Source: an optimization exercise on an open RTL-to-GDS flow (aim: small area, a short achievable clock period and few clock cycles per item). Production flows keep margins and buffers that such runs may drop.
At most, simulation tests tie the RTL to the original design; equivalence was not proved.
Function not checked in runs 1, 2 and 5: the RTL went through the layout flow alone.
Power is estimated from default activity; no workload was simulated.

### design.v
module sampledec(received,clk,start,ctrl,corrected,decodedOp,nerr,done);
  input [14:0] received; input clk; input start; input ctrl;
  output [7:0] corrected; output [1:0] nerr; output [14:0] decodedOp; output done;
  reg done_q, ctrl_q;
  always @(posedge clk) begin ctrl_q <= ctrl; if (start) done_q <= 1'b1; end
  assign done = done_q;
  wire t_1; bx2 u_t_1(.a(received[3]),.b(received[11]),.y(t_1));
  wire t_2; bx2 u_t_2(.a(received[5]),.b(received[10]),.y(t_2));
  wire t_3; bx2 u_t_3(.a(t_1),.b(t_2),.y(t_3));
  wire t_4; bx2 u_t_4(.a(received[4]),.b(received[6]),.y(t_4));
  wire t_5; bx2 u_t_5(.a(received[8]),.b(received[14]),.y(t_5));
  wire t_6; bx2 u_t_6(.a(t_4),.b(t_5),.y(t_6));
  wire x2; bx2 u_x2(.a(t_3),.b(t_6),.y(x2));
  wire t_7; bx2 u_t_7(.a(received[0]),.b(received[8]),.y(t_7));
  wire t_8; bx2 u_t_8(.a(received[9]),.b(received[10]),.y(t_8));
  wire t_9; bx2 u_t_9(.a(t_7),.b(t_8),.y(t_9));
  wire t_10; bx2 u_t_10(.a(received[3]),.b(received[7]),.y(t_10));
  wire t_11; bx2 u_t_11(.a(received[12]),.b(received[14]),.y(t_11));
  wire t_12; bx2 u_t_12(.a(t_10),.b(t_11),.y(t_12));
  wire x6; bx2 u_x6(.a(t_9),.b(t_12),.y(x6));
  wire t_13; bx2 u_t_13(.a(t_2),.b(t_11),.y(t_13));
  wire t_14; bx2 u_t_14(.a(received[1]),.b(received[2]),.y(t_14));
  wire t_15; bx2 u_t_15(.a(received[9]),.b(received[11]),.y(t_15));
  wire t_16; bx2 u_t_16(.a(t_14),.b(t_15),.y(t_16));
  wire x8; bx2 u_x8(.a(t_13),.b(t_16),.y(x8));
  wire t_17; bx2 u_t_17(.a(received[1]),.b(received[11]),.y(t_17));
  wire t_18; bx2 u_t_18(.a(received[4]),.b(received[13]),.y(t_18));
  wire t_19; bx2 u_t_19(.a(t_17),.b(t_18),.y(t_19));
  wire x10; bx2 u_x10(.a(t_19),.b(t_12),.y(x10));
  wire t_20; bx2 u_t_20(.a(received[0]),.b(received[10]),.y(t_20));
  wire t_21; bx2 u_t_21(.a(received[2]),.b(received[6]),.y(t_21));
  wire t_22; bx2 u_t_22(.a(t_20),.b(t_21),.y(t_22));
  wire lm0; bx2 u_lm0(.a(t_12),.b(t_22),.y(lm0));
  wire t_23; bx2 u_t_23(.a(t_7),.b(t_11),.y(t_23));
  wire lm1 = t_23;
  wire lm6; bx2 u_lm6(.a(t_19),.b(t_22),.y(lm6));
  wire t_24; bx2 u_t_24(.a(t_14),.b(t_18),.y(t_24));
  wire t_25; bx2 u_t_25(.a(received[0]),.b(received[7]),.y(t_25));
  wire t_26; bx2 u_t_26(.a(t_25),.b(t_11),.y(t_26));
  wire lm7; bx2 u_lm7(.a(t_24),.b(t_26),.y(lm7));
  wire t_27; bx2 u_t_27(.a(received[4]),.b(received[9]),.y(t_27));
  wire t_28; bx2 u_t_28(.a(t_1),.b(t_27),.y(t_28));
  wire lm8; bx2 u_lm8(.a(t_28),.b(t_26),.y(lm8));
  wire t_29; bx2 u_t_29(.a(t_25),.b(t_4),.y(t_29));
  wire lm10 = t_29;
  wire x3; bx2 u_x3(.a(x2),.b(x6),.y(x3));
  wire x0; bx2 u_x0(.a(x2),.b(x8),.y(x0));
  wire x4; bx2 u_x4(.a(x2),.b(x10),.y(x4));
  wire x14; bx2 u_x14(.a(x6),.b(x8),.y(x14));
  wire x7; bx2 u_x7(.a(x6),.b(x10),.y(x7));
  wire x1; bx2 u_x1(.a(x8),.b(x10),.y(x1));
  wire s1z = ~(x2 | x6 | x8 | x10);
  wire s3z = ~(lm0 | lm1 | lm7 | lm8);
  wire zz = s1z & s3z;
  wire c0 = x0 | x10;
  wire c1 = x1 | x6;
  wire c2 = x2 | x7;
  wire c3 = x3 | x8;
  wire c4 = x4 | x14;
  wire t_30; bx2 u_t_30(.a(lm0),.b(c0),.y(t_30));
  wire t_31; bxn2 u_t_31(.a(lm1),.b(c1),.y(t_31));
  wire sz2 = (x3 | zz);
  wire x11; bx2 u_x11(.a(x6),.b(x1),.y(x11));
  wire x13; bx2 u_x13(.a(x2),.b(x14),.y(x13));
  wire sz5 = (x6 | zz);
  wire t_32; bx2 u_t_32(.a(lm6),.b(c0),.y(t_32));
  wire t_33; bx2 u_t_33(.a(lm7),.b(c4),.y(t_33));
  wire t_34; bx2 u_t_34(.a(lm8),.b(c2),.y(t_34));
  wire sz9 = (x10 | zz);
  wire t_35; bxn2 u_t_35(.a(lm10),.b(c3),.y(t_35));
  reg [14:0] r; reg [10:0] sq;
  always @(posedge clk) if (start) begin r <= received; sq <= {t_35, sz9, t_34, t_33, t_32, sz5, x13, x11, sz2, t_31, t_30}; end
  wire fn0; bxn2 u_fn0(.a(sq[4]),.b(sq[6]),.y(fn0));
  wire fn2; bxn2 u_fn2(.a(sq[8]),.b(sq[9]),.y(fn2));
  wire fn3; bx2 u_fn3(.a(sq[4]),.b(sq[10]),.y(fn3));
  wire fn4; bxn2 u_fn4(.a(sq[7]),.b(sq[9]),.y(fn4));
  wire fn5; bxn2 u_fn5(.a(sq[0]),.b(sq[4]),.y(fn5));
  wire fn6; bx2 u_fn6(.a(sq[1]),.b(sq[3]),.y(fn6));
  wire fn7; bxn2 u_fn7(.a(sq[2]),.b(sq[8]),.y(fn7));
  wire fn9; bxn2 u_fn9(.a(sq[3]),.b(sq[7]),.y(fn9));
  wire fn10; bxn2 u_fn10(.a(sq[0]),.b(sq[5]),.y(fn10));
  wire fn11; bx2 u_fn11(.a(sq[1]),.b(sq[5]),.y(fn11));
  wire fn12; bxn2 u_fn12(.a(sq[5]),.b(sq[8]),.y(fn12));
  wire fn13; bx2 u_fn13(.a(sq[2]),.b(sq[10]),.y(fn13));
  wire fn14; bxn2 u_fn14(.a(sq[4]),.b(sq[7]),.y(fn14));
  wire nfl0; bnand4 u_nfl0(.a(sq[10]),.b(fn4),.c(fn2),.d(sq[1]),.y(nfl0));
  wire nfl1; bnand4 u_nfl1(.a(fn9),.b(fn5),.c(fn3),.d(fn2),.y(nfl1));
  wire nfl2; bnand4 u_nfl2(.a(fn10),.b(fn6),.c(fn4),.d(fn3),.y(nfl2));
  wire nfl3; bnand4 u_nfl3(.a(fn11),.b(fn7),.c(fn5),.d(fn4),.y(nfl3));
  wire nfl4; bnand4 u_nfl4(.a(fn12),.b(sq[10]),.c(fn6),.d(fn5),.y(nfl4));
  wire nfl5; bnand4 u_nfl5(.a(fn13),.b(fn9),.c(fn7),.d(fn6),.y(nfl5));
  wire nfl6; bnand4 u_nfl6(.a(fn14),.b(fn10),.c(sq[10]),.d(fn7),.y(nfl6));
  wire nfl7; bnand4 u_nfl7(.a(fn0),.b(fn11),.c(fn9),.d(sq[10]),.y(nfl7));
  wire nfl8; bnand4 u_nfl8(.a(sq[1]),.b(fn12),.c(fn10),.d(fn9),.y(nfl8));
  wire nfl9; bnand4 u_nfl9(.a(fn2),.b(fn13),.c(fn11),.d(fn10),.y(nfl9));
  wire nfl10; bnand4 u_nfl10(.a(fn3),.b(fn14),.c(fn12),.d(fn11),.y(nfl10));
  wire nfl11; bnand4 u_nfl11(.a(fn4),.b(fn0),.c(fn13),.d(fn12),.y(nfl11));
  wire nfl12; bnand4 u_nfl12(.a(fn5),.b(sq[1]),.c(fn14),.d(fn13),.y(nfl12));
  wire nfl13; bnand4 u_nfl13(.a(fn6),.b(fn2),.c(fn0),.d(fn14),.y(nfl13));
  wire nfl14; bnand4 u_nfl14(.a(fn7),.b(fn3),.c(sq[1]),.d(fn0),.y(nfl14));
  wire d0; bxn2 u_d0(.a(r[0]),.b(nfl0),.y(d0));
  wire d1; bxn2 u_d1(.a(r[1]),.b(nfl1),.y(d1));
  wire d2; bxn2 u_d2(.a(r[2]),.b(nfl2),.y(d2));
  wire d3; bxn2 u_d3(.a(r[3]),.b(nfl3),.y(d3));
  wire d4; bxn2 u_d4(.a(r[4]),.b(nfl4),.y(d4));
  wire d5; bxn2 u_d5(.a(r[5]),.b(nfl5),.y(d5));
  wire d6; bxn2 u_d6(.a(r[6]),.b(nfl6),.y(d6));
  wire d7; bxn2 u_d7(.a(r[7]),.b(nfl7),.y(d7));
  wire d8; bxn2 u_d8(.a(r[8]),.b(nfl8),.y(d8));
  wire d9; bxn2 u_d9(.a(r[9]),.b(nfl9),.y(d9));
  wire d10; bxn2 u_d10(.a(r[10]),.b(nfl10),.y(d10));
  wire d11; bxn2 u_d11(.a(r[11]),.b(nfl11),.y(d11));
  wire d12; bxn2 u_d12(.a(r[12]),.b(nfl12),.y(d12));
  wire d13; bxn2 u_d13(.a(r[13]),.b(nfl13),.y(d13));
  wire d14; bxn2 u_d14(.a(r[14]),.b(nfl14),.y(d14));
  assign decodedOp = {d14, d13, d12, d11, d10, d9, d8, d7, d6, d5, d4, d3, d2, d1, d0};
  wire ty0; bx2 u_ty0(.a(sq[5]),.b(sq[6]),.y(ty0));
  wire t_36; bx2 u_t_36(.a(sq[1]),.b(sq[3]),.y(t_36));
  wire ty1; bxn2 u_ty1(.a(t_36),.b(sq[5]),.y(ty1));
  wire t_37; bx2 u_t_37(.a(sq[3]),.b(sq[4]),.y(t_37));
  wire ty2; bx2 u_ty2(.a(t_37),.b(sq[8]),.y(ty2));
  wire t_38; bx2 u_t_38(.a(sq[2]),.b(sq[4]),.y(t_38));
  wire ty3; bxn2 u_ty3(.a(t_38),.b(sq[10]),.y(ty3));
  wire n0; bnor4 u_n0(.a(ty0),.b(ty1),.c(ty2),.d(ty3),.y(n0));
  wire n1; bn1 u_n1(.nf({nfl14, nfl13, nfl12, nfl11, nfl10, nfl9, nfl8, nfl7, nfl6, nfl5, nfl4, nfl3, nfl2, nfl1, nfl0}),.n0(n0),.y(n1));
  assign nerr = {n1, n0};
  wire co0; bmux u_co0(.s(ctrl_q),.a(d0),.b(d7),.y(co0));
  wire co1; bmux u_co1(.s(ctrl_q),.a(d1),.b(d8),.y(co1));
  wire co2; bmux u_co2(.s(ctrl_q),.a(d2),.b(d9),.y(co2));
  wire co3; bmux u_co3(.s(ctrl_q),.a(d3),.b(d10),.y(co3));
  wire co4; bmux u_co4(.s(ctrl_q),.a(d4),.b(d11),.y(co4));
  wire co5; bmux u_co5(.s(ctrl_q),.a(d5),.b(d12),.y(co5));
  wire co6; bmux u_co6(.s(ctrl_q),.a(d6),.b(d13),.y(co6));
  assign corrected = {decodedOp[14] & ctrl_q, co6, co5, co4, co3, co2, co1, co0};
endmodule
module bx2(input a, input b, output y); assign y = a ^ b; endmodule
module bnor4(input a, input b, input c, input d, output y); assign y = ~(a|b|c|d); endmodule
module bmux(input s, input a, input b, output y); assign y = s ? b : a; endmodule
module bn1(input [14:0] nf, input n0, output y); assign y = ~(&nf) & ~n0; endmodule
module bxn2(input a, input b, output y); assign y = ~(a ^ b); endmodule
module bnand4(input a, input b, input c, input d, output y); assign y = ~(a&b&c&d); endmodule
### flow/run.sh
#!/bin/bash
# The standard layout (standard.sh) with: every port buffered by one fixed cell type,
# power recovery (downsizing of non-critical cells) after global routing, and optional
# extra ORFS settings. The flow's full output goes to standard.log in this folder.
export BUFFER_PORTS_ARGS="-buffer_cell sky130_fd_sc_hd__buf_1"
export RECOVER_POWER=100

bash standard.sh > standard.log 2>&1
### standard.sh
#!/bin/bash
# synth_recipe.tcl (not shown) runs the flow's synth.tcl, then flattens the netlist and writes it again
# the make line also repeats each setting of config.mk as NAME=value (left out here)
make -C /OpenROAD-flow-scripts/flow DESIGN_CONFIG=/design/flow/config.mk WORK_HOME=/design/flow/orfs CLKGATE_MAP_FILE= SYNTH_SCRIPT=/design/flow/synth_recipe.tcl "${@:-finish}"
### config.mk
export PLATFORM = sky130hd
export DESIGN_NAME = sampledec
export DESIGN_NICKNAME = sampledec
export VERILOG_FILES = /design/flow/design.v
export SDC_FILE = /design/flow/constraint.sdc
export NUM_CORES = 4
export LEC_CHECK = 0
export CAP_MARGIN = 20
export CORE_MARGIN = 2
export CORE_UTILIZATION = 40
export SLEW_MARGIN = 20
export SYNTH_HIERARCHICAL = 1
### constraint.sdc
create_clock -name core_clock -period 7.0 [get_ports {clk}]
set_input_delay 1.4000 -clock core_clock [delete_from_list [all_inputs] [get_ports {clk}]]
set_output_delay 1.4000 -clock core_clock [all_outputs]
set_load 0.01 [all_outputs]
==> results of run 1 <==
## layer usage
metal | share of wire (%) | wire length (um) | vias up | track usage (%)
met1 | 49 | 1910 | 616 | 19.0
met4 | 0.87 | 34 | 0 | 4.73
li1 | - | - | 646 | -
met5 | 0 | 0 | - | 0
met3 | 4.1 | 159 | 4 | 1.66
met2 | 46 | 1800 | 43 | 22.3
## worst paths after layout
path	from	end	cells past startpoint
setup / recovery	received[14]	sq[7]	7
hold / removal	ctrl	ctrl_q	1
## logic make-up after synthesis
family	share of synthesized area (%)
AOI/OAI and AO/OA	1.74
xor gates and xnor gates	36.1
buffers and inverters	9.54
DFF	38.4
muxes	5.04
other	0.180
and+or+nand+nor	8.94
## metrics by stage
stage | setup WS (ns) | utilization (%) | hold slack, ns
after detailed placement | 3.15 | 42.4 | 1.50
final | 3.45 | 42.5 | 1.21
after global placement | 3.22 | 42.4 | 1.49
after global routing | 3.26 | 42.5 | 1.20
after CTS | 3.44 | 43.3 | 1.21
after floorplan | 3.54 | - | 1.43
## per-module statistics from Yosys, one instance, submodules excluded
module     copies in the design  cells  flip-flops and latches  cell area, sq um
bnor4                         1      1                       0              12.5
bxn2                         28      1                       0              8.76
bmux                          7      1                       0              15.0
bn1                           1      6                       0              38.8
bnand4                       15      1                       0              6.26
bx2                          58      1                       0              8.76
sampledec                     1     66                      27              1080
## sequential cells by signal, summed over array words and instances, names as in the netlist
register / cells
r: 15
sq: 11
ctrl_q: 1
## synth_stat cells (2+ instances only)
| cell type | count |
|---|---|
| or2_2 | 5 |
| nand4_1 | 18 |
| inv_1 | 3 |
| o41ai_1 | 2 |
| edfxtp_1 | 26 |
| buf_4 | 25 |
| xor2_1 | 58 |
| mux2_4 | 7 |
| xnor2_1 | 28 |
## area by class of cell
cell class | instances | share of cell area, %
Clock inverter | 1 | 0.348
Inverter | 3 | 0.522
Tap cell | 70 | 4.06
Multi-Input combinational cell | 126 | 48.6
Sequential cell | 27 | 37.1
Clock buffer | 3 | 1.91
Timing Repair Buffer | 43 | 7.48
## report_power, final
part           switching [uW]  total [uW]  internal [uW]  leakage [uW]
Combinational             337         573            236      0.000455
Sequential               55.2         292            237      0.000263
Clock                    48.3        88.6           40.3     0.0000217
==> run_results.csv, run 1 <==
group,metric,value,unit
die,die_x,76.2,um
die,rows,26,
synthesis,synth.distinct_cells,18,
cts,hold_buffers,0,
setup_path,cpPeakStageDelay,0.58,ns
sta,tns,0,ns
detailed_routing,drtIter0Drc,50,
die,core_area,0.00507,sq mm
die,dieArea,0.00580,sq mm
power_and_ir_drop,power,954,uW
synthesis,synthesis.nets,199,
power_and_ir_drop,vdd_drop_max,0.000136,V
global_routing,grt_util_all_layers,13.7,%
synthesis,synthCells,181,
cts,cts_buffer_depth,2,
global_routing,grt_pass1_wl,6300,um
cts,clock_sinks,27,
cts,ctsHtreeMaxLevel,1,
sta,post-route-period-util,50.7,%
setup_path,critPathTopFamily,"XOR/XNOR gates",
power_and_ir_drop,p_leak,0.000740,uW
sta,slew_viol_final,0,
cts,root_buffer,"clkbuf_8",
finish,multi_input_area,0.00105,sq mm
place,portBuffers,42,
job,maxCapViolCount,0,
finish,syn_to_final_growth,3.54,%
cts,numCtsBuffers,3,
min_path,hold_path_class,"input pin to flop",
cts,cts_resized,0,
finish,fillers,530,
cts,cts_tree,"done",
synthesis,synth_edf_count,26,
place,dpl_cell_area,0.00215,sq mm
sta,fmax,282,MHz
synthesis,yosysWarnings,7,
finish,drive_gt1_share,4.43,%
setup_path,crit_buf_inv,1,
detailed_routing,vias,1309,
setup_path,required,7.01,ns
synthesis,ys_seq_area_share,38.4,%
detailed_routing,viasPerCell,4.79,
global_routing,grt_pass1_vias,1290,
place,place_inst,269,
sta,tightestPinTransition,1.38,ns
detailed_routing,dr.pass1.iters,4,
power_and_ir_drop,powerDensity,442,mW/mm^2
finish,layout_common_cells,"xor2_1 (58), buf_1 (36), xnor2_1 (28)",
global_routing,antenna_found_initial,0,
global_routing,grt_max_degree,27,
sta,rsz0062_at_grt,"false",
synthesis,netlist_area,0.00208,sq mm
synthesis,async_flop_share,0,%
synthesis,yosys.area.top_type_share,37.5,%
finish,final_nets,222,
cts,post_cts_buffers,0,
sta,maxSlewHeadroom,8.21,%
finish,regArea,801,sq um
run_status,status,"no timing/DRC/antenna violations",
finish,design_area,0.00216,sq mm
synthesis,synth_seq_cells,27,
synthesis,syn_avg_cell_area,11.5,sq um
cts,cts.clk_slew.worst_paths,0.10,ns
place,gp_congestion,0.983,
synthesis,ys_top_cells_by_area,"edfxtp_1 (37%), xor2_1 (24%), xnor2_1 (12%), buf_4 (9.0%), nand4_1 (5.4%)",
sta,finalSetupViolations,0,
detailed_routing,drcViolationCount,0,
die,start_util,41.1,%
setup_path,path_cells,"buf_1, xor2_1, xor2_1, xor2_1, xor2_1, or2_2, xor2_1",
global_routing,grt_overflow,0,
setup_path,crit_fanout,8,
place,dpl.hpwl,3180,um
finish,final_common_cell,"xor2_1",
die,fp.dieH,76.2,um
finish,instances_no_fill,273,
sta,hold_violations,0,
detailed_routing,wire_per_inst,14.3,um
synthesis,synth_area_leader_cell,"edfxtp_1",
die,io_pins,44,
sta,min_period,3.55,ns
setup_path,cpMostUsedCell,"xor2_1",
setup_path,startpoint_type,"input pin",
synthesis,synth_ff_type,"edfxtp_1",
finish,diodes,0,
setup_path,cp.arrival,3.55,ns
setup_path,cpMaxStageDelayCell,"xor2_1",
setup_path,path_class,"input pin to flop",
detailed_routing,routed_wl,3900,um
setup_path,critPathCaptureType,"flop",
detailed_routing,ant_nets,0,
==> run 2, diff against run 1 <==
--- a/design.v
+++ b/design.v
@@ -6,9 +6,9 @@
   assign done = done_q;
-  wire t_1; bx2 u_t_1(.a(received[3]),.b(received[11]),.y(t_1));
-  wire t_2; bx2 u_t_2(.a(received[5]),.b(received[10]),.y(t_2));
+  wire t_1; bx2 u_t_1(.a(received[5]),.b(received[11]),.y(t_1));
+  wire t_2; bx2 u_t_2(.a(received[9]),.b(received[12]),.y(t_2));
   wire t_3; bx2 u_t_3(.a(t_1),.b(t_2),.y(t_3));
-  wire t_4; bx2 u_t_4(.a(received[4]),.b(received[6]),.y(t_4));
-  wire t_5; bx2 u_t_5(.a(received[8]),.b(received[14]),.y(t_5));
+  wire t_4; bx2 u_t_4(.a(received[0]),.b(received[6]),.y(t_4));
+  wire t_5; bx2 u_t_5(.a(received[4]),.b(received[7]),.y(t_5));
   wire t_6; bx2 u_t_6(.a(t_4),.b(t_5),.y(t_6));
-  wire x2; bx2 u_x2(.a(t_3),.b(t_6),.y(x2));
+  wire x3; bx2 u_x3(.a(t_3),.b(t_6),.y(x3));
   wire t_7; bx2 u_t_7(.a(received[0]),.b(received[8]),.y(t_7));
@@ -20,34 +20,31 @@
   wire x6; bx2 u_x6(.a(t_9),.b(t_12),.y(x6));
-  wire t_13; bx2 u_t_13(.a(t_2),.b(t_11),.y(t_13));
-  wire t_14; bx2 u_t_14(.a(received[1]),.b(received[2]),.y(t_14));
-  wire t_15; bx2 u_t_15(.a(received[9]),.b(received[11]),.y(t_15));
-  wire t_16; bx2 u_t_16(.a(t_14),.b(t_15),.y(t_16));
-  wire x8; bx2 u_x8(.a(t_13),.b(t_16),.y(x8));
-  wire t_17; bx2 u_t_17(.a(received[1]),.b(received[11]),.y(t_17));
-  wire t_18; bx2 u_t_18(.a(received[4]),.b(received[13]),.y(t_18));
-  wire t_19; bx2 u_t_19(.a(t_17),.b(t_18),.y(t_19));
-  wire x10; bx2 u_x10(.a(t_19),.b(t_12),.y(x10));
-  wire t_20; bx2 u_t_20(.a(received[0]),.b(received[10]),.y(t_20));
-  wire t_21; bx2 u_t_21(.a(received[2]),.b(received[6]),.y(t_21));
-  wire t_22; bx2 u_t_22(.a(t_20),.b(t_21),.y(t_22));
-  wire lm0; bx2 u_lm0(.a(t_12),.b(t_22),.y(lm0));
-  wire t_23; bx2 u_t_23(.a(t_7),.b(t_11),.y(t_23));
-  wire lm1 = t_23;
-  wire lm6; bx2 u_lm6(.a(t_19),.b(t_22),.y(lm6));
-  wire t_24; bx2 u_t_24(.a(t_14),.b(t_18),.y(t_24));
-  wire t_25; bx2 u_t_25(.a(received[0]),.b(received[7]),.y(t_25));
-  wire t_26; bx2 u_t_26(.a(t_25),.b(t_11),.y(t_26));
-  wire lm7; bx2 u_lm7(.a(t_24),.b(t_26),.y(lm7));
-  wire t_27; bx2 u_t_27(.a(received[4]),.b(received[9]),.y(t_27));
-  wire t_28; bx2 u_t_28(.a(t_1),.b(t_27),.y(t_28));
-  wire lm8; bx2 u_lm8(.a(t_28),.b(t_26),.y(lm8));
-  wire t_29; bx2 u_t_29(.a(t_25),.b(t_4),.y(t_29));
-  wire lm10 = t_29;
-  wire x3; bx2 u_x3(.a(x2),.b(x6),.y(x3));
-  wire x0; bx2 u_x0(.a(x2),.b(x8),.y(x0));
-  wire x4; bx2 u_x4(.a(x2),.b(x10),.y(x4));
-  wire x14; bx2 u_x14(.a(x6),.b(x8),.y(x14));
-  wire x7; bx2 u_x7(.a(x6),.b(x10),.y(x7));
-  wire x1; bx2 u_x1(.a(x8),.b(x10),.y(x1));
-  wire s1z = ~(x2 | x6 | x8 | x10);
+  wire t_13; bx2 u_t_13(.a(received[1]),.b(received[13]),.y(t_13));
+  wire t_14; bx2 u_t_14(.a(received[4]),.b(received[11]),.y(t_14));
+  wire t_15; bx2 u_t_15(.a(t_13),.b(t_14),.y(t_15));
+  wire x7; bx2 u_x7(.a(t_9),.b(t_15),.y(x7));
+  wire t_16; bx2 u_t_16(.a(t_7),.b(t_10),.y(t_16));
+  wire t_17; bx2 u_t_17(.a(received[1]),.b(received[2]),.y(t_17));
+  wire t_18; bx2 u_t_18(.a(t_17),.b(t_1),.y(t_18));
+  wire x14; bx2 u_x14(.a(t_16),.b(t_18),.y(x14));
+  wire t_19; bx2 u_t_19(.a(received[2]),.b(received[10]),.y(t_19));
+  wire t_20; bx2 u_t_20(.a(t_4),.b(t_19),.y(t_20));
+  wire lm0; bx2 u_lm0(.a(t_12),.b(t_20),.y(lm0));
+  wire t_21; bx2 u_t_21(.a(t_7),.b(t_11),.y(t_21));
+  wire lm1 = t_21;
+  wire lm6; bx2 u_lm6(.a(t_20),.b(t_15),.y(lm6));
+  wire t_22; bx2 u_t_22(.a(received[0]),.b(received[2]),.y(t_22));
+  wire t_23; bx2 u_t_23(.a(t_22),.b(t_11),.y(t_23));
+  wire t_24; bx2 u_t_24(.a(t_13),.b(t_5),.y(t_24));
+  wire lm7; bx2 u_lm7(.a(t_23),.b(t_24),.y(lm7));
+  wire t_25; bx2 u_t_25(.a(received[0]),.b(received[9]),.y(t_25));
+  wire t_26; bx2 u_t_26(.a(t_25),.b(t_14),.y(t_26));
+  wire lm8; bx2 u_lm8(.a(t_12),.b(t_26),.y(lm8));
+  wire lm10 = t_6;
+  wire x2; bx2 u_x2(.a(x3),.b(x6),.y(x2));
+  wire x4; bx2 u_x4(.a(x3),.b(x7),.y(x4));
+  wire x0; bx2 u_x0(.a(x3),.b(x14),.y(x0));
+  wire x10; bx2 u_x10(.a(x6),.b(x7),.y(x10));
+  wire x8; bx2 u_x8(.a(x6),.b(x14),.y(x8));
+  wire x1; bx2 u_x1(.a(x7),.b(x14),.y(x1));
+  wire s1z = ~(x3 | x6 | x7 | x14);
   wire s3z = ~(lm0 | lm1 | lm7 | lm8);
@@ -59,15 +56,15 @@
   wire c4 = x4 | x14;
-  wire t_30; bx2 u_t_30(.a(lm0),.b(c0),.y(t_30));
-  wire t_31; bxn2 u_t_31(.a(lm1),.b(c1),.y(t_31));
+  wire t_27; bx2 u_t_27(.a(lm0),.b(c0),.y(t_27));
+  wire t_28; bxn2 u_t_28(.a(lm1),.b(c1),.y(t_28));
   wire sz2 = (x3 | zz);
   wire x11; bx2 u_x11(.a(x6),.b(x1),.y(x11));
-  wire x13; bx2 u_x13(.a(x2),.b(x14),.y(x13));
+  wire x13; bx2 u_x13(.a(x3),.b(x8),.y(x13));
   wire sz5 = (x6 | zz);
-  wire t_32; bx2 u_t_32(.a(lm6),.b(c0),.y(t_32));
-  wire t_33; bx2 u_t_33(.a(lm7),.b(c4),.y(t_33));
-  wire t_34; bx2 u_t_34(.a(lm8),.b(c2),.y(t_34));
+  wire t_29; bx2 u_t_29(.a(lm6),.b(c0),.y(t_29));
+  wire t_30; bx2 u_t_30(.a(lm7),.b(c4),.y(t_30));
+  wire t_31; bx2 u_t_31(.a(lm8),.b(c2),.y(t_31));
   wire sz9 = (x10 | zz);
-  wire t_35; bxn2 u_t_35(.a(lm10),.b(c3),.y(t_35));
+  wire t_32; bxn2 u_t_32(.a(lm10),.b(c3),.y(t_32));
   reg [14:0] r; reg [10:0] sq;
-  always @(posedge clk) if (start) begin r <= received; sq <= {t_35, sz9, t_34, t_33, t_32, sz5, x13, x11, sz2, t_31, t_30}; end
+  always @(posedge clk) if (start) begin r <= received; sq <= {t_32, sz9, t_31, t_30, t_29, sz5, x13, x11, sz2, t_28, t_27}; end
   wire fn0; bxn2 u_fn0(.a(sq[4]),.b(sq[6]),.y(fn0));
@@ -117,8 +114,8 @@
   wire ty0; bx2 u_ty0(.a(sq[5]),.b(sq[6]),.y(ty0));
-  wire t_36; bx2 u_t_36(.a(sq[1]),.b(sq[3]),.y(t_36));
-  wire ty1; bxn2 u_ty1(.a(t_36),.b(sq[5]),.y(ty1));
-  wire t_37; bx2 u_t_37(.a(sq[3]),.b(sq[4]),.y(t_37));
-  wire ty2; bx2 u_ty2(.a(t_37),.b(sq[8]),.y(ty2));
-  wire t_38; bx2 u_t_38(.a(sq[2]),.b(sq[4]),.y(t_38));
-  wire ty3; bxn2 u_ty3(.a(t_38),.b(sq[10]),.y(ty3));
+  wire t_33; bx2 u_t_33(.a(sq[1]),.b(sq[3]),.y(t_33));
+  wire ty1; bxn2 u_ty1(.a(t_33),.b(sq[5]),.y(ty1));
+  wire t_34; bx2 u_t_34(.a(sq[3]),.b(sq[4]),.y(t_34));
+  wire ty2; bx2 u_ty2(.a(t_34),.b(sq[8]),.y(ty2));
+  wire t_35; bx2 u_t_35(.a(sq[2]),.b(sq[4]),.y(t_35));
+  wire ty3; bxn2 u_ty3(.a(t_35),.b(sq[10]),.y(ty3));
   wire n0; bnor4 u_n0(.a(ty0),.b(ty1),.c(ty2),.d(ty3),.y(n0));
==> run 2 against run 1 <==
Net effect: cell count shrank 1.1%; critical path depth unchanged; still clean; global-route usage rose by 0.59 points; sequential power about the same; worst setup slack better by 0.021 ns; routed wire length increased by 2.4%; design area fell by 1.2%; clock power about the same; hold slack gained 0.0025 ns; utilization fell by 0.25 points; critical endpoint is now sq[0]; die area decreased by 1.2%; combinational power hardly changed.
==> run_results.csv, run 2 <==
group,metric,value,unit
synthesis,netlist_area,0.00206,sq mm
synthesis,synthCells,178,
power_and_ir_drop,p_clk_share,9.3,%
sta,min_period,3.52,ns
cts,cts.clk_slew.worst_paths,0.10,ns
global_routing,grt_overflow,0,
detailed_routing,vias,1295,
finish,layout_common_cells,"xor2_1 (55), buf_1 (38), xnor2_1 (28)",
synthesis,synth_area_leader_cell,"edfxtp_1",
cts,numCtsBuffers,3,
sta,finalSetupViolations,0,
synthesis,yosysWarnings,7,
finish,final_common_cell,"xor2_1",
power_and_ir_drop,vdd_drop_max,0.000143,V
setup_path,critPathCaptureType,"flop",
synthesis,synth_commonest_cells,"xor2_1 (55), xnor2_1 (28), edfxtp_1 (26)",
power_and_ir_drop,switchingPower,439,uW
place,dpl.hpwl,3320,um
die,dieArea,0.00574,sq mm
min_path,hold_path_class,"input pin to flop",
cts,cts_resized,0,
detailed_routing,viasPerCell,4.80,
die,fp.dieH,75.7,um
power_and_ir_drop,p_leak,0.000727,uW
die,rows,26,
sta,fin_hold_ws,1.22,ns
setup_path,cp.arrival,3.54,ns
global_routing,antenna_found_initial,0,
finish,fillers,516,
sta,rsz0062_at_grt,"false",
global_routing,grt_util_all_layers,14.3,%
job,maxCapViolCount,0,
finish,final_nets,219,
global_routing,grt_pass1_wl,5990,um
synthesis,ys_seq_area_share,38.9,%
synthesis,ys_top_cells_by_area,"edfxtp_1 (38%), xor2_1 (23%), xnor2_1 (12%), buf_4 (9.1%), nand4_1 (5.5%)",
synthesis,yosys.area.top_type_share,37.9,%
finish,instances_no_fill,270,
detailed_routing,drcViolationCount,0,
synthesis,synth.distinct_cells,18,
synthesis,synth_seq_cells,27,
synthesis,synth_ff_type,"edfxtp_1",
power_and_ir_drop,p_comb_share,60.0,%
synthesis,synth.most_common_cell,"xor2_1",
cts,hold_buffers,0,
power_and_ir_drop,p_sw_share,46.2,%
run_status,status,"no timing/DRC/antenna violations",
power_and_ir_drop,intPower,512,uW
detailed_routing,drtIter0Drc,53,
cts,root_buffer,"clkbuf_8",
place,portBuffers,42,
die,start_util,40.8,%
global_routing,grt_max_degree,27,
finish,diodes,0,
synthesis,synth_edf_count,26,
power_and_ir_drop,powerDensity,446,mW/mm^2
place,place_inst,266,
sta,hold_violations,0,
detailed_routing,routed_wl,3990,um
cts,post_cts_buffers,0,
sta,tightestPinTransition,1.36,ns
synthesis,syn_avg_cell_area,11.6,sq um
sta,post-route-period-util,50.3,%
global_routing,grt_pass1_vias,1217,
setup_path,path_class,"input pin to flop",
finish,largest-register,"r",
die,die_x,75.7,um
setup_path,crit_fanout,8,
setup_path,startpoint_type,"input pin",
finish,drive_gt1_share,4.50,%
cts,cts_tree,"done",
place,gp_congestion,0.841,
cts,ctsHtreeMaxLevel,1,
detailed_routing,dr.pass1.iters,4,
setup_path,required,7.02,ns
detailed_routing,wire_per_inst,14.8,um
sta,slew_viol_final,0,
power_and_ir_drop,seq_power_share,30.8,%
cts,cts_buffer_depth,2,
detailed_routing,ant_nets,0,
die,core_area,0.00504,sq mm
synthesis,synthesis.nets,196,
finish,syn_to_final_growth,3.59,%
sta,maxSlewHeadroom,9.54,%
sta,fmax,284,MHz
finish,reg_top3,"r: 15 flops, sq: 11 flops, ctrl_q: 1 flops",
sta,tns,0,ns
finish,largest_register_ffs,15,
die,io_pins,44,
cts,clock_sinks,27,
synthesis,async_flop_share,0,%
run 2: changes by cell type after synthesis:
cell,before,now
xor2_1,58,55
run 2: final timing paths:
kind                         start  depth (start not counted)  slack [ns]  endpoint
worst max-delay path  received[12]                          7        3.48     sq[0]
worst min-delay path          ctrl                          1        1.22    ctrl_q
run 2: Yosys stat by module, one instance, submodules excluded:
module     cells inside  flops+latches
sampledec            66             27
bn1                   6              0
bmux                  1              0
bnor4                 1              0
bx2                   1              0
bxn2                  1              0
bnand4                1              0
run 2: power by group through the flow:
| stage | Clock (uW) | Sequential, uW | Combinational, uW |
|---|---|---|---|
| finish | 88.3 | 293 | 571 |
| global route | 98.1 | 300 | 637 |
| CTS | 90.8 | 294 | 596 |
| detailed placement | 0 | 298 | 594 |
| global placement | 0 | 297 | 590 |
| floorplan | 0 | 283 | 566 |
run 2: metal layers:
layer | track usage [%] | wire length [um] | vias to the layer above
met5 | 0 | 0 | -
met4 | 6.43 | 77 | 0
met3 | 1.46 | 190 | 8
met2 | 21.9 | 1860 | 49
met1 | 20.4 | 1860 | 603
li1 | - | - | 635
run 2: cells by family after synthesis:
group | synth area share [%]
mux | 5.11
other cells | 0.182
flops | 38.9
xor+xnor | 35.3
compound gates | 1.76
simple gates | 9.06
buf+inv | 9.67
run 2: critical path: stages:
cell and delay [ns]:
buf_1 0.17, xor2_1 0.36, xor2_1 0.37, xor2_1 0.58, xor2_1 0.14, or2_2 0.35
xor2_1 0.17
run 2: cell type report:
type,instances,area (sq um),share of cell area (%)
tap,70,87.6,4.11
multi-input combinational,123,1020,47.9
clock inverter,1,7.51,0.352
clock buffer,3,41.3,1.94
timing repair buffer,43,161,7.57
inverter,3,11.3,0.528
sequential,27,801,37.6
run 2: metrics by stage:
step / worst slack (ns) / total power [uW] / utilization [%] / area, sq um
finish: 3.48 / 952 / 42.3 / 2130
global placement: 3.28 / 887 / 42.1 / 2120
global route: 3.31 / 1040 / 42.3 / 2130
CTS: 3.50 / 980 / 43.1 / 2170
detailed placement: 3.22 / 892 / 42.1 / 2120
floorplan: 3.63 / 848 / - / 2060
==> run 3, diff against run 2 <==
--- a/design.v
+++ b/design.v
@@ -51,9 +51,9 @@
   wire zz = s1z & s3z;
-  wire c0 = x0 | x10;
-  wire c1 = x1 | x6;
-  wire c2 = x2 | x7;
-  wire c3 = x3 | x8;
-  wire c4 = x4 | x14;
-  wire t_27; bx2 u_t_27(.a(lm0),.b(c0),.y(t_27));
-  wire t_28; bxn2 u_t_28(.a(lm1),.b(c1),.y(t_28));
+  wire cn0 = ~(x0 | x10);
+  wire cn1 = ~(x1 | x6);
+  wire cn2 = ~(x2 | x7);
+  wire cn3 = ~(x3 | x8);
+  wire cn4 = ~(x4 | x14);
+  wire t_27; bxn2 u_t_27(.a(lm0),.b(cn0),.y(t_27));
+  wire t_28; bx2 u_t_28(.a(lm1),.b(cn1),.y(t_28));
   wire sz2 = (x3 | zz);
@@ -62,7 +62,7 @@
   wire sz5 = (x6 | zz);
-  wire t_29; bx2 u_t_29(.a(lm6),.b(c0),.y(t_29));
-  wire t_30; bx2 u_t_30(.a(lm7),.b(c4),.y(t_30));
-  wire t_31; bx2 u_t_31(.a(lm8),.b(c2),.y(t_31));
+  wire t_29; bxn2 u_t_29(.a(lm6),.b(cn0),.y(t_29));
+  wire t_30; bxn2 u_t_30(.a(lm7),.b(cn4),.y(t_30));
+  wire t_31; bxn2 u_t_31(.a(lm8),.b(cn2),.y(t_31));
   wire sz9 = (x10 | zz);
-  wire t_32; bxn2 u_t_32(.a(lm10),.b(c3),.y(t_32));
+  wire t_32; bx2 u_t_32(.a(lm10),.b(cn3),.y(t_32));
   reg [14:0] r; reg [10:0] sq;
--- a/config.mk
+++ b/config.mk
@@ -9,3 +9,3 @@
 export CORE_MARGIN = 2
-export CORE_UTILIZATION = 40
+export CORE_UTILIZATION = 55
 export SLEW_MARGIN = 20
==> run 3 against run 2 <==
Net effect: synthesized cell count unchanged; clock-buffer cell count up 1; fmax up 2.0%; clock power down 5.2%; cell count down 8.1%; utilization up 16 points; hold slack better by 0.0071 ns; sequential power about the same.
==> run_results.csv, run 3 <==
group,metric,value,unit
run_status,status,"no timing/DRC/antenna violations",
finish,largest-register,"r",
cts,cts.clk_slew.worst_paths,0.09,ns
power_and_ir_drop,p_leak,0.000726,uW
die,dieArea,0.00422,sq mm
synthesis,yosys.area.top_type_share,38.2,%
cts,numCtsBuffers,3,
finish,layout_common_cells,"xor2_1 (53), buf_1 (40), xnor2_1 (30)",
synthesis,synth.most_common_cell,"xor2_1",
cts,cts_resized,0,
synthesis,syn_avg_cell_area,11.5,sq um
synthesis,yosysWarnings,7,
min_path,hold_path_class,"input pin to flop",
finish,regArea,801,sq um
finish,final_common_cell,"xor2_1",
sta,fmax,289,MHz
finish,multi_input_area,0.00101,sq mm
setup_path,cp.arrival,2.06,ns
synthesis,synth_commonest_cells,"xor2_1 (53), xnor2_1 (30), edfxtp_1 (26)",
setup_path,startpoint_type,"flop",
sta,tns,0,ns
cts,post_cts_buffers,0,
synthesis,synth_edf_count,26,
detailed_routing,drcViolationCount,0,
detailed_routing,ant_nets,0,
job,maxCapViolCount,0,
sta,rsz0062_at_grt,"false",
die,io_pins,44,
die,fp.dieH,65.0,um
synthesis,synthesis.nets,196,
setup_path,startpoint,"sq[10]",
die,rows,22,
finish,final_nets,219,
global_routing,grt_pass1_vias,1243,
sta,min_period,3.46,ns
cts,clock_sinks,27,
global_routing,grt_pass1_wl,6180,um
power_and_ir_drop,vdd_drop_max,0.000186,V
synthesis,synth.distinct_cells,18,
place,gp_congestion,0.775,
detailed_routing,viasPerCell,5.23,
cts,root_buffer,"clkbuf_8",
sta,tightestPinTransition,1.31,ns
cts,ctsHtreeMaxLevel,1,
setup_path,crit_fanout,7,
sta,finalSetupViolations,0,
place,dp_slack,3.26,ns
die,core_area,0.00361,sq mm
finish,diodes,0,
synthesis,netlist_area,0.00205,sq mm
cts,cts_tree,"done",
finish,fillers,341,
place,portBuffers,42,
detailed_routing,routed_wl,3830,um
global_routing,grt_util_all_layers,19.2,%
synthesis,ys_top_cells_by_area,"edfxtp_1 (38%), xor2_1 (23%), xnor2_1 (13%), buf_4 (9.2%), nand4_1 (5.5%)",
die,die_x,65.0,um
cts,hold_buffers,0,
sta,slew_viol_final,0,
synthesis,synth_area_leader_cell,"edfxtp_1",
finish,reg_top3,"r: 15 flops, sq: 11 flops, ctrl_q: 1 flops",
detailed_routing,vias,1298,
sta,post-route-period-util,49.4,%
power_and_ir_drop,powerDensity,454,mW/mm^2
detailed_routing,dr.pass1.iters,4,
place,dpl.hpwl,3110,um
setup_path,critPathCaptureType,"output pin",
setup_path,required,5.60,ns
synthesis,synth_ff_type,"edfxtp_1",
sta,hold_violations,0,
min_path,worstHoldStart,"ctrl",
detailed_routing,wire_per_inst,15.4,um
global_routing,grt_overflow,0,
sta,layout_setup_ws,3.54,ns
cts,cts_buffer_depth,2,
global_routing,grt_max_degree,27,
detailed_routing,drtIter0Drc,269,
finish,syn_to_final_growth,2.08,%
synthesis,async_flop_share,0,%
synthesis,ys_seq_area_share,39.1,%
finish,largest_register_ffs,15,
die,start_util,56.7,%
setup_path,path_class,"flop to output pin",
finish,drive_gt1_share,1.50,%
global_routing,antenna_found_initial,0,
sta,maxSlewHeadroom,12.5,%
synthesis,synth_seq_cells,27,
synthesis,synthCells,178,
==> run 3: cell types whose count changed in the layout (fill, tap and decap cells not counted), sizes merged <==
cell	delta
clkbuf	-1
clkinvlp	-1
or2	-5
buf	+2
nor2	+5
xnor2	+2
xor2	-2
==> run 3: per-layer routing <==
metal	routed length, um	track usage [%]	part of all wire, %
met1	1850	28.4	48
met2	1800	30.7	47
met3	159	1.22	4.2
met4	17	4.79	0.44
met5	0	0	0
==> run 3: critical path, stage by stage, from the launching register on <==
cell and delay, ns:
edfxtp_1 0.53, xor2_1 0.37, nand4_1 0.27, xnor2_1 0.22
mux2_1 0.29, buf_1 0.13
==> run 3: cell families after synthesis <==
family,Yosys count,share of synthesized area [%]
xor+xnor,83,35.5
simple gates,28,8.50
buf+inv,28,9.72
flops,27,39.1
mux,7,5.14
compound gates,4,1.77
other cells,1,0.183
==> run 3: final cells by class <==
class                           instances  area share [%]
Clock buffer                            4            2.16
Sequential cell                        27            38.3
Multi-Input combinational cell        123            48.4
Inverter                                3           0.539
Tap cell                               48            2.88
Timing Repair Buffer                   43            7.73
==> run 3: final timing paths <==
check | endpoint | slack [ns] | cells after the start
setup / recovery | corrected[5] | 3.54 | 5
hold / removal | ctrl_q | 1.22 | 1
==> run 3: stage by stage <==
stage	power (uW)	hold WS [ns]	utilization [%]	cell area (sq um)	std cells
after global routing	1020	1.23	57.9	2090	248
after floorplan	847	1.43	-	2050	178
final	947	1.22	57.9	2090	248
after detailed placement	889	1.50	57.8	2080	244
after global placement	872	1.49	57.8	2080	244
after CTS	973	1.22	59.0	2130	248
==> run 3: modules after synthesis, one instance, submodules excluded <==
module | flip-flops and latches | area, sq um
bmux | 0 | 15.0
bn1 | 0 | 38.8
bnand4 | 0 | 6.26
bnor4 | 0 | 12.5
bx2 | 0 | 8.76
bxn2 | 0 | 8.76
sampledec | 27 | 1070
==> run 3: power by group <==
| part | switching (uW) | total (uW) | leakage [uW] | internal, uW |
|---|---|---|---|---|
| combinational | 342 | 572 | 0.000440 | 230 |
| sequential | 54.1 | 291 | 0.000263 | 237 |
| clock | 43.1 | 83.7 | 0.0000228 | 40.6 |
Testbench counts of run 3, summed over its fixed seeds: cycles 4,000, items 4,000.
==> run 4, diff against run 3 <==
--- a/config.mk
+++ b/config.mk
@@ -9,3 +9,3 @@
 export CORE_MARGIN = 2
-export CORE_UTILIZATION = 55
+export CORE_UTILIZATION = 40
 export SLEW_MARGIN = 20
==> run 4 against run 3 <==
Net effect: routed wire length decreased by 0.50%; combinational power about the same; cell count increased by 8.9%; global-route usage decreased by 6.3 points; utilization decreased by 16 points; area after synthesis unchanged; critical path depth unchanged; first-iteration DRC count decreased by 84%; flip-flop and latch count unchanged; non-clock buffer count unchanged; fmax decreased by 0.37%.
==> run_results.csv, run 4 <==
group,metric,value,unit
run_status,status,"no timing/DRC/antenna violations",
global_routing,grt_max_degree,27,
synthesis,synth_compound_area_share,1.77,%
synthesis,netlist_area,0.00205,sq mm
power_and_ir_drop,p_leak,0.000729,uW
die,core_area,0.00501,sq mm
power_and_ir_drop,vdd_drop_max,0.000130,V
setup_path,crit_fanout,6,
sta,finalSetupViolations,0,
detailed_routing,routed_wl,3810,um
die,die_x,75.5,um
global_routing,grt_pass1_wl,5530,um
finish,syn_to_final_growth,3.49,%
finish,diodes,0,
cts,cts_buffer_depth,2,
finish,final_common_cell,"xor2_1",
cts,hold_buffers,0,
cts,ctsHtreeMaxLevel,1,
finish,final_util,42.3,%
setup_path,required,5.60,ns
sta,tightestPinTransition,1.31,ns
synthesis,yosysWarnings,7,
global_routing,grt_pass1_vias,1148,
place,dpl.hpwl,3180,um
synthesis,yosys.area_share.simple,8.50,%
sta,maxSlewHeadroom,12.9,%
power_and_ir_drop,powerDensity,447,mW/mm^2
synthesis,synth_ff_type,"edfxtp_1",
global_routing,antenna_found_initial,0,
sta,hold_violations,0,
finish,final_nets,219,
cts,cts_tree,"done",
die,start_util,40.8,%
detailed_routing,viasPerCell,4.72,
synthesis,synth_mux_area_share,5.14,%
cts,numCtsBuffers,3,
synthesis,synthCells,178,
place,dpl_cell_area,0.00211,sq mm
synthesis,syn_avg_cell_area,11.5,sq um
sta,fmax,288,MHz
place,dp_slack,3.33,ns
synthesis,synth_edf_count,26,
die,fp.dieH,75.5,um
synthesis,synth-xor-area-share,35.5,%
synthesis,synth.most_common_cell,"xor2_1",
detailed_routing,vias,1274,
synthesis,synthesis.nets,196,
cts,post_cts_buffers,0,
setup_path,cp.arrival,2.07,ns
detailed_routing,drtIter0Drc,42,
cts,clock_sinks,27,
die,dieArea,0.00570,sq mm
sta,rsz0062_at_grt,"false",
job,maxCapViolCount,0,
detailed_routing,dr.pass1.iters,4,
detailed_routing,drcViolationCount,0,
finish,layout_common_cells,"xor2_1 (53), buf_1 (40), xnor2_1 (30)",
cts,root_buffer,"clkbuf_8",
finish,design_area,0.00212,sq mm
finish,drive_gt1_share,2.00,%
sta,tns,0,ns
die,rows,26,
finish,largest-register,"r",
synthesis,ys_seq_area_share,39.1,%
synthesis,async_flop_share,0,%
synthesis,synth_top_family_by_area,"XOR/XNOR gates",
sta,layout_setup_ws,3.53,ns
global_routing,grt_overflow,0,
sta,slew_viol_final,0,
die,io_pins,44,
sta,fin_hold_ws,1.22,ns
synthesis,synthAdderAreaFrac,0,%
setup_path,startpoint_type,"flop",
synthesis,synth_commonest_cells,"xor2_1 (53), xnor2_1 (30), edfxtp_1 (26)",
finish,largest_register_ffs,15,
synthesis,yosys.area.top_type_share,38.2,%
place,gp_congestion,0.923,
sta,post-route-period-util,49.6,%
synthesis,ys_top_cells_by_area,"edfxtp_1 (38%), xor2_1 (23%), xnor2_1 (13%), buf_4 (9.2%), nand4_1 (5.5%)",
finish,reg_top3,"r: 15 flops, sq: 11 flops, ctrl_q: 1 flops",
global_routing,grt_util_all_layers,12.9,%
setup_path,critPathCaptureType,"output pin",
synthesis,synth_seq_cells,27,
sta,min_period,3.47,ns
min_path,hold_path_class,"input pin to flop",
synthesis,synth_area_leader_cell,"edfxtp_1",
setup_path,path_class,"flop to output pin",
synthesis,synth.distinct_cells,18,
cts,cts_resized,0,
detailed_routing,wire_per_inst,14.1,um
detailed_routing,ant_nets,0,
place,portBuffers,42,
cts,cts.clk_slew.worst_paths,0.09,ns
run 4: cell counts after synthesis:
No cell type changed its count.
run 4: final cells by class:
cell class	count	area (sq um)
fillers	503	2890
multi-input cells	123	1010
inverters	3	11.3
clock inverters	1	5.00
well taps	70	87.6
repair buffers	43	161
flip-flops and latches	27	801
clock buffers	3	41.3
run 4: path summary, 6_finish.rpt:
| path | from | endpoint | cells past startpoint |
|---|---|---|---|
| worst min-delay path | ctrl | ctrl_q | 1 |
| worst max-delay path | sq[4] | corrected[4] | 5 |
run 4: through the flow:
stage	std cells	power (uW)
after CTS	270	972
after global placement	266	892
final	270	947
after floorplan	178	847
after global routing	270	1020
after detailed placement	266	890
run 4: layer usage:
layer	global-route usage, %	vias up	wire length [um]
li1	-	637	-
met1	18.6	593	1840
met2	20.1	38	1790
met3	1.59	6	121
met4	4.68	0	64
met5	0	-	0
run 4: per-module statistics from Yosys, one instance, submodules excluded:
module / flops+latches / copies in the design / cells / cell area (sq um)
bn1: 0 / 1 / 6 / 38.8
sampledec: 27 / 1 / 66 / 1070
bnand4: 0 / 15 / 1 / 6.26
bnor4: 0 / 1 / 1 / 12.5
bmux: 0 / 7 / 1 / 15.0
bx2: 0 / 53 / 1 / 8.76
bxn2: 0 / 30 / 1 / 8.76
run 4: critical path: stages, from the launching register on:
cell and delay (ns):
edfxtp_1 0.54, xnor2_1 0.38, nand4_1 0.25, xnor2_1 0.22, mux2_1 0.29, buf_1 0.13
run 4: power by group:
group	total [uW]	switching, uW	internal, uW
Sequential	293	55.3	237
Clock	81.6	42.0	39.6
Combinational	572	342	231
Total	947	439	508
run 4: logic make-up (layout without fill, tap and decap cells):
family / count (synthesis) / after routing
other: 1 / 1
muxes: 7 / 7
and+or+nand+nor: 28 / 28
DFF: 27 / 27
buffers and inverters: 28 / 50
xor gates and xnor gates: 83 / 83
AOI/OAI and AO/OA: 4 / 4
==> run 5, diff against run 4 <==
--- a/design.v
+++ b/design.v
@@ -42,8 +42,12 @@
   wire lm10 = t_6;
-  wire x2; bx2 u_x2(.a(x3),.b(x6),.y(x2));
-  wire x4; bx2 u_x4(.a(x3),.b(x7),.y(x4));
-  wire x0; bx2 u_x0(.a(x3),.b(x14),.y(x0));
-  wire x10; bx2 u_x10(.a(x6),.b(x7),.y(x10));
-  wire x8; bx2 u_x8(.a(x6),.b(x14),.y(x8));
-  wire x1; bx2 u_x1(.a(x7),.b(x14),.y(x1));
+  wire xd3; bx2 u_xd3(.a(t_3),.b(t_6),.y(xd3));
+  wire xd6; bx2 u_xd6(.a(t_9),.b(t_12),.y(xd6));
+  wire xd7; bx2 u_xd7(.a(t_9),.b(t_15),.y(xd7));
+  wire xd14; bx2 u_xd14(.a(t_16),.b(t_18),.y(xd14));
+  wire x2; bx2 u_x2(.a(xd3),.b(xd6),.y(x2));
+  wire x4; bx2 u_x4(.a(xd3),.b(xd7),.y(x4));
+  wire x0; bx2 u_x0(.a(xd3),.b(xd14),.y(x0));
+  wire x10; bx2 u_x10(.a(xd6),.b(xd7),.y(x10));
+  wire x8; bx2 u_x8(.a(xd6),.b(xd14),.y(x8));
+  wire x1; bx2 u_x1(.a(xd7),.b(xd14),.y(x1));
   wire s1z = ~(x3 | x6 | x7 | x14);
@@ -59,4 +63,4 @@
   wire sz2 = (x3 | zz);
-  wire x11; bx2 u_x11(.a(x6),.b(x1),.y(x11));
-  wire x13; bx2 u_x13(.a(x3),.b(x8),.y(x13));
+  wire x11; bx2 u_x11(.a(xd6),.b(x1),.y(x11));
+  wire x13; bx2 u_x13(.a(xd3),.b(x8),.y(x13));
   wire sz5 = (x6 | zz);
==> run 5 against run 4 <==
Net effect: design area increased by 1.8%; combinational power increased by 2%; hold slack got worse by 0.0076 ns; cell count rose by 1.5%; non-clock buffer count stayed put; still clean; global-route usage is 1.1 points higher; utilization increased by 0.20 points; sequential share of layout area decreased by 0.66 points; largest power group unchanged; die area rose by 1.6%; flip-flop and latch count did not move; critical path depth unchanged.
==> run_results.csv, run 5 <==
group,metric,value,unit
run_status,status,"no timing/DRC/antenna violations",
power_and_ir_drop,intPower,511,uW
power_and_ir_drop,p_sw_share,46.8,%
synthesis,syn_avg_cell_area,11.4,sq um
finish,final_util,42.5,%
place,portBuffers,42,
finish,largest-register,"r",
power_and_ir_drop,powerDensity,446,mW/mm^2
sta,tns,0,ns
cts,post_cts_buffers,0,
sta,post-route-period-util,49.8,%
global_routing,grt_max_degree,27,
die,start_util,41.0,%
min_path,hold_path_class,"input pin to flop",
setup_path,cp.arrival,2.09,ns
finish,final_common_cell,"xor2_1",
place,dpl.hpwl,3380,um
place,gp_congestion,0.862,
power_and_ir_drop,p_comb_share,60.7,%
synthesis,synthCells,182,
cts,cts.clk_slew.worst_paths,0.09,ns
synthesis,synth_edf_count,26,
cts,clock_sinks,27,
setup_path,required,5.60,ns
global_routing,grt_util_all_layers,14.0,%
sta,maxSlewHeadroom,11.1,%
synthesis,synth.most_common_cell,"xor2_1",
finish,largest_register_ffs,15,
synthesis,async_flop_share,0,%
synthesis,netlist_area,0.00208,sq mm
die,fp.dieH,76.1,um
finish,layout_common_cells,"xor2_1 (57), buf_1 (38), xnor2_1 (30)",
power_and_ir_drop,vdd_drop_max,0.000155,V
power_and_ir_drop,seq_power_share,30.4,%
global_routing,grt_overflow,0,
setup_path,startpoint_type,"flop",
synthesis,synth_ff_type,"edfxtp_1",
cts,cts_tree,"done",
sta,min_period,3.49,ns
detailed_routing,ant_nets,0,
finish,drive_gt1_share,1.96,%
synthesis,synth_seq_cells,27,
synthesis,yosys.area.top_type_share,37.5,%
cts,root_buffer,"clkbuf_8",
cts,cts_buffer_depth,2,
synthesis,ys_top_cells_by_area,"edfxtp_1 (38%), xor2_1 (24%), xnor2_1 (13%), buf_4 (9.0%), nand4_1 (5.4%)",
sta,rsz0062_at_grt,"false",
sta,fin_hold_ws,1.21,ns
finish,syn_to_final_growth,3.55,%
synthesis,synth.distinct_cells,18,
job,maxCapViolCount,0,
synthesis,synth_commonest_cells,"xor2_1 (57), xnor2_1 (30), edfxtp_1 (26)",
power_and_ir_drop,p_clk_share,9.0,%
detailed_routing,dr.pass1.iters,4,
cts,numCtsBuffers,3,
setup_path,crit_fanout,6,
sta,slew_viol_final,0,
synthesis,synth_area_leader_cell,"edfxtp_1",
die,die_x,76.1,um
global_routing,grt_pass1_vias,1326,
sta,tightestPinTransition,1.33,ns
detailed_routing,routed_wl,4080,um
setup_path,critPathCaptureType,"output pin",
die,core_area,0.00507,sq mm
synthesis,ys_seq_area_share,38.5,%
cts,ctsHtreeMaxLevel,1,
sta,fmax,287,MHz
detailed_routing,vias,1326,
sta,finalSetupViolations,0,
detailed_routing,wire_per_inst,14.9,um
sta,hold_violations,0,
setup_path,path_class,"flop to output pin",
finish,reg_top3,"r: 15 flops, sq: 11 flops, ctrl_q: 1 flops",
power_and_ir_drop,power,960,uW
synthesis,synthesis.nets,200,
cts,cts_resized,0,
die,io_pins,44,
finish,final_nets,223,
global_routing,antenna_found_initial,0,
synthesis,yosysWarnings,7,
finish,diodes,0,
power_and_ir_drop,p_leak,0.000742,uW
die,rows,26,
power_and_ir_drop,switchingPower,449,uW
cts,hold_buffers,0,
detailed_routing,viasPerCell,4.84,
detailed_routing,drcViolationCount,0,
die,dieArea,0.00580,sq mm
detailed_routing,drtIter0Drc,77,
global_routing,grt_pass1_wl,6580,um
==> run 5: modules after synthesis, one instance, submodules excluded <==
| module | area (sq um) | cells inside |
|---|---|---|
| bn1 | 38.8 | 6 |
| bx2 | 8.76 | 1 |
| bnor4 | 12.5 | 1 |
| sampledec | 1070 | 66 |
| bnand4 | 6.26 | 1 |
| bxn2 | 8.76 | 1 |
| bmux | 15.0 | 1 |
==> run 5: power groups by stage <==
stage | Clock (uW) | Combinational, uW | Sequential [uW]
2_1_floorplan | 0 | 571 | 283
3_3_place_gp | 0 | 608 | 295
3_5_place_dp | 0 | 609 | 295
4_1_cts | 89.4 | 611 | 291
5_1_grt | 94.5 | 641 | 298
6_report | 86.1 | 582 | 292
==> run 5: final timing paths <==
| kind | start | endpoint | slack (ns) | cells past startpoint |
|---|---|---|---|---|
| worst max-delay path | sq[4] | corrected[4] | 3.51 | 5 |
| worst min-delay path | ctrl | ctrl_q | 1.21 | 1 |
==> run 5: layout make-up <==
type	instances	area, sq um
Inverter	3	11.3
Clock inverter	1	7.51
Clock buffer	3	41.3
Multi-Input combinational cell	127	1040
Sequential cell	27	801
Tap cell	70	87.6
Timing Repair Buffer	43	161
Fill cell	515	2920
==> run 5: worst max-delay path: stages (launching register included) <==
cell      delay [ns]
edfxtp_1        0.53
xnor2_1         0.42
nand4_1         0.24
xnor2_1         0.21
mux2_1          0.30
buf_1           0.13
==> run 5: logic make-up after synthesis <==
kind of cell,synth area share (%)
multiplexers,5.05
other,0.180
XOR/XNOR,36.6
AO/OA/AOI/OAI,1.74
flip-flops,38.5
buffers and inverters,9.56
AND/OR/NAND/NOR,8.36
==> run 5: routing by layer <==
layer / part of all wire [%] / GRT usage, % / vias to the layer above
met1: 44 / 17.6 / 629
met3: 3.2 / 0.948 / 6
li1: - / - / 649
met5: 0 / 0 / -
met4: 0.83 / 4.36 / 0
met2: 52 / 25.8 / 42
==> run 5: per-stage QoR <==
| step | std cells | area [sq um] | setup slack (ns) |
|---|---|---|---|
| global placement | 270 | 2150 | 3.41 |
| CTS | 274 | 2190 | 3.55 |
| finish | 274 | 2150 | 3.51 |
| floorplan | 182 | 2080 | 3.82 |
| global route | 274 | 2150 | 3.40 |
| detailed placement | 270 | 2150 | 3.33 |

[afterwards: timing with drivers on the ports]
The results above use ideal ports. As a check the final layouts listed here were re-extracted and re-timed, cells and wires unchanged.
Step 1 assumes that a clkbuf_16 drives the clock port and a buf_2 every other input.
Step 2, shift: input delay + t, output delay - t, t = (earliest + latest rising clock arrival at the registers) / 2. This alone moves slack from input paths to output paths.
Slacks: ideal / step 1 / step 2; pairs: ideal / step 1.
run	shift t [ns]	setup WS [ns]	worst data-port slew with drivers (ns)	cell pins on the clock port's net
run 1	0.293	3.454 / 3.459 / 3.166	0.03	1
run 2	0.294	3.476 / 3.475 / 3.181	0.03	1
run 3	0.280	3.543 / 3.522 / 3.276	0.03	1
run 4	0.278	3.530 / 3.508 / 3.312	0.03	1
run 5	0.287	3.515 / 3.491 / 3.248	0.04	1
After both steps every run listed still meets setup and hold. The setup slack of run 2, which loses most, moves by -0.001 ns with the drivers and by -0.295 ns with both steps.
